Background: an optimization exercise with open tools, aiming at small area. Do not read the settings as production practice. The RTL was checked by simulation tests, not by an equivalence proof against the original design. Power is estimated from default activity; no workload was simulated.

Design top, start of the top module:
module top( input clk,
            input reset,
            input rx_in,
            output blinker,
            output tx_pin);
Size in the first run: ~180 cells after synthesis, roughly 5 I/O pins, roughly 0.0021 mm² of cells after synthesis.
==> module uart2, before the edit <==
module uart2
    (   input  clk,
        input  reset,
        input  rx_pin,
        output tx_pin);
    reg ra, re;
    reg [6:0] rt;
    reg [9:0] sr;
    reg [7:0] rx_data;
    wire r_idle = ~ra & ~re;
    wire rtick  = rt[1] & ~rt[2] & ~rt[4] & rt[5] & ~rt[6];
    wire r_trig = ra & ~re & sr[0] & ~rt[0] & ~rt[1] & rt[2] & rt[3] & ~rt[5] & ~rt[6];
    always @(posedge clk) begin
        if (r_idle)
            rt <= 7'b1010000;             
        else if (rtick)
            rt <= 7'b0010000;             
        else
            rt <= {~rt[5:0], ~(rt[6] ^ rt[3])};
        if (r_idle)
            sr <= 10'b1000000000;
        else if (rtick & ~sr[0])
            sr <= {rx_pin, sr[9:1]};
        else if (rtick)
            sr[1] <= sr[1] | ~rx_pin;
        ra <= reset & ~re & (ra | ~rx_pin);
        re <= reset & ra & (re | (sr[0] & rtick));
        if (reset & re & ~ra & ~sr[1])
            rx_data <= sr[9:2];
    end
    reg [3:0] ti;
    reg [6:0] tt;
    reg carry;
    wire t_idle = ~ti[3] & ~ti[1] &  ti[0];
    wire t_last = ~ti[3] & ~ti[1] & ~ti[0];
    wire t_p0   = ~ti[3] &  ti[1] &  ti[0];
    wire ttick  = tt[0] & ~tt[1] & tt[2] & ~tt[3] & tt[4];
    wire dbit   = rx_data[ti[2:0]];
    always @(posedge clk) begin
        if (t_idle | ttick)
            tt <= 7'b0000000;
        else
            tt <= {~tt[5:0], ~(tt[6] ^ tt[0])};
        if (!reset)
            ti <= 4'd1;
        else if (t_idle) begin
            if (r_trig)
                ti <= 4'd6;
        end else if (ttick | t_last)
            ti <= ti + 4'd1;
        if (t_p0)
            carry <= 1'b1;
        else if (ti[3] & ttick)
            carry <= carry & dbit;
    end
    assign tx_pin = ti[3] ? (dbit ^ carry) : ~(ti[1] & ti[0]);
endmodule
export LEC_CHECK = 0
export CAP_MARGIN = 20
export CORE_MARGIN = 2
export CORE_UTILIZATION = 40
export SLEW_MARGIN = 20
create_clock -name core_clock -period 20.0 [get_ports {clk}]
standard.sh (not shown) runs the stock make flow with config.mk's settings and CLKGATE_MAP_FILE= SYNTH_SCRIPT=/design/flow/synth_recipe.tcl, a recipe that flattens the netlist after the stock synthesis.
==> flow/flow/run.sh <==
#!/bin/bash
# Layout flow: the standard flow (standard.sh) with three changes that
# only cut cell area:
#  - after the standard synthesis, combinational cells are swapped for the
#    smallest drive strength of the same cell (downsize.tcl); registers keep
#    their cells,
#  - clock tree synthesis builds the tree from clkbuf_4 only and inserts no
#    dummy load cells,
#  - the port buffers are buf_1.
# Each tool's output goes to a log file of its own in the work folder.
set -euo pipefail
here=$(pwd)
export CTS_ARGS="-sink_clustering_enable -repair_clock_nets -dont_use_dummy_load -buf_list sky130_fd_sc_hd__clkbuf_4"
export BUFFER_PORTS_ARGS="-buffer_cell sky130_fd_sc_hd__buf_1"
bash standard.sh synth > "$here/flow_synth.log" 2>&1
DS_ODB="$here/orfs/results/${FLOW_PLATFORM:-sky130hd}/top/base/1_synth.odb" \
  openroad -no_init -exit "$here/flow/downsize.tcl" > "$here/flow_downsize.log" 2>&1
bash standard.sh finish > "$here/flow_layout.log" 2>&1
==> flow/flow/downsize.tcl <==
# Swap every combinational cell for the smallest cell of the same family
# (same function and pins, other drive strength). Registers and latches keep
# their cells; don't-use families (lpflow, probe) are never chosen.
set odb $::env(DS_ODB)
read_db $odb
set db [ord::get_db]
set fam [dict create]
foreach lib [$db getLibs] {
  foreach m [$lib getMasters] {
    set n [$m getName]
    if {[$m getType] ne "CORE"} continue
    if {[string match *lpflow* $n] || [string match *probe* $n]} continue
    if {![regexp {^(.*)_([0-9]+)$} $n -> base drv]} continue
    set a [expr {[$m getWidth] * [$m getHeight]}]
    if {![dict exists $fam $base] || $a < [lindex [dict get $fam $base] 1]} {
      dict set fam $base [list $m $a]
    }
  }
}
set n 0
foreach inst [[[$db getChip] getBlock] getInsts] {
  set m [$inst getMaster]
  set mn [$m getName]
  if {[string match *df* $mn] || [string match *dl* $mn]} continue
  if {![regexp {^(.*)_([0-9]+)$} $mn -> base drv]} continue
  if {![dict exists $fam $base]} continue
  lassign [dict get $fam $base] best a
  if {$a < [$m getWidth] * [$m getHeight]} {
    puts "downsize [$inst getName] $mn -> [$best getName]"
    $inst swapMaster $best
    incr n
  }
}
puts "downsized $n cells"
write_db $odb
Change:
--- a/flow/design.v
+++ b/flow/design.v
@@ -29,57 +29,56 @@
         input  rx_pin,
         output tx_pin);
     reg ra, re;
     reg [6:0] rt;
-    reg [9:0] sr;
+    reg [10:0] sr;
     reg [7:0] rx_data;
     wire r_idle = ~ra & ~re;
+    wire r_done = sr[0];
     wire rtick  = rt[1] & ~rt[2] & ~rt[4] & rt[5] & ~rt[6];
-    wire r_trig = ra & ~re & sr[0] & ~rt[0] & ~rt[1] & rt[2] & rt[3] & ~rt[5] & ~rt[6];
+    wire r_trig = sr[1] & ~sr[0] & ~rt[0] & ~rt[1] & rt[2] & rt[3] & ~rt[5] & ~rt[6];
     always @(posedge clk) begin
         if (r_idle)
             rt <= 7'b1010000;             
         else if (rtick)
             rt <= 7'b0010000;             
         else
             rt <= {~rt[5:0], ~(rt[6] ^ rt[3])};
         if (r_idle)
-            sr <= 10'b1000000000;
-        else if (rtick & ~sr[0])
-            sr <= {rx_pin, sr[9:1]};
+            sr <= 11'b10000000000;
         else if (rtick)
-            sr[1] <= sr[1] | ~rx_pin;
-        ra <= reset & ~re & (ra | ~rx_pin);
-        re <= reset & ra & (re | (sr[0] & rtick));
-        if (reset & re & ~ra & ~sr[1])
+            sr <= {rx_pin, sr[10:1]};
+        ra <= reset & (r_idle ? ~rx_pin : (ra & ~r_done));
+        re <= reset & ra & r_done;
+        if (reset & re & ~sr[1] & sr[10])
             rx_data <= sr[9:2];
     end
     reg [3:0] ti;
     reg [6:0] tt;
     reg carry;
-    wire t_idle = ~ti[3] & ~ti[1] &  ti[0];
-    wire t_last = ~ti[3] & ~ti[1] & ~ti[0];
-    wire t_p0   = ~ti[3] &  ti[1] &  ti[0];
+    wire t_idle =  ti[3] & ~ti[1] &  ti[0];
+    wire t_last =  ti[3] & ~ti[1] & ~ti[0];
+    wire t_p0   =  ti[3] &  ti[1] &  ti[0];
     wire ttick  = tt[0] & ~tt[1] & tt[2] & ~tt[3] & tt[4];
     wire dbit   = rx_data[ti[2:0]];
     always @(posedge clk) begin
         if (t_idle | ttick)
             tt <= 7'b0000000;
         else
             tt <= {~tt[5:0], ~(tt[6] ^ tt[0])};
         if (!reset)
-            ti <= 4'd1;
+            ti <= 4'd9;
         else if (t_idle) begin
             if (r_trig)
-                ti <= 4'd6;
+                ti <= 4'd14;
         end else if (ttick | t_last)
             ti <= ti + 4'd1;
         if (t_p0)
             carry <= 1'b1;
-        else if (ti[3] & ttick)
+        else if (~ti[3] & ttick)
             carry <= carry & dbit;
     end
-    assign tx_pin = ti[3] ? (dbit ^ carry) : ~(ti[1] & ti[0]);
+    assign tx_pin = ti[3] ? ~(ti[1] & ti[0]) : (dbit ^ carry);
 endmodule
 module top( input clk,
             input reset,
             input rx_in,
Result: Utilization went up by 0.26 points; power is higher by 6.3%; register-to-register slack gets better by 0.12 ns; clock-buffer cell count is unchanged; clock power went up by 3.6%; global-route usage decreases by 0.49 points; final area goes up by 1.2%.

-- afterwards: timing with drivers on the ports --
How much do the figures lean on ideal ports? The routed layouts below were timed once more, with nothing changed but the port constraints. Step 1, drivers: a clkbuf_16 drives clk and a buf_2 each remaining input, both assumed. Step 2 moves the port delays by t, midway between the first and last clock arrival at a register: inputs arrive t later, outputs are due t later. That takes back most of the time a late clock gives input paths. Slacks: no drivers / after step 1 / after step 2; pairs: no drivers / after step 1.
run	t, ns	setup WS [ns]	hold slack, ns	worst setup path after step 2	latest minus earliest clock arrival (ns)
the first run	0.390	13.726 / 13.700 / 14.091	0.335 / 0.335 / 0.335	register to output	0.035 / 0.035
the second run	0.400	13.743 / 13.717 / 14.117	0.358 / 0.358 / 0.358	register to output	0.026 / 0.026
After both steps every run listed still meets setup and hold.
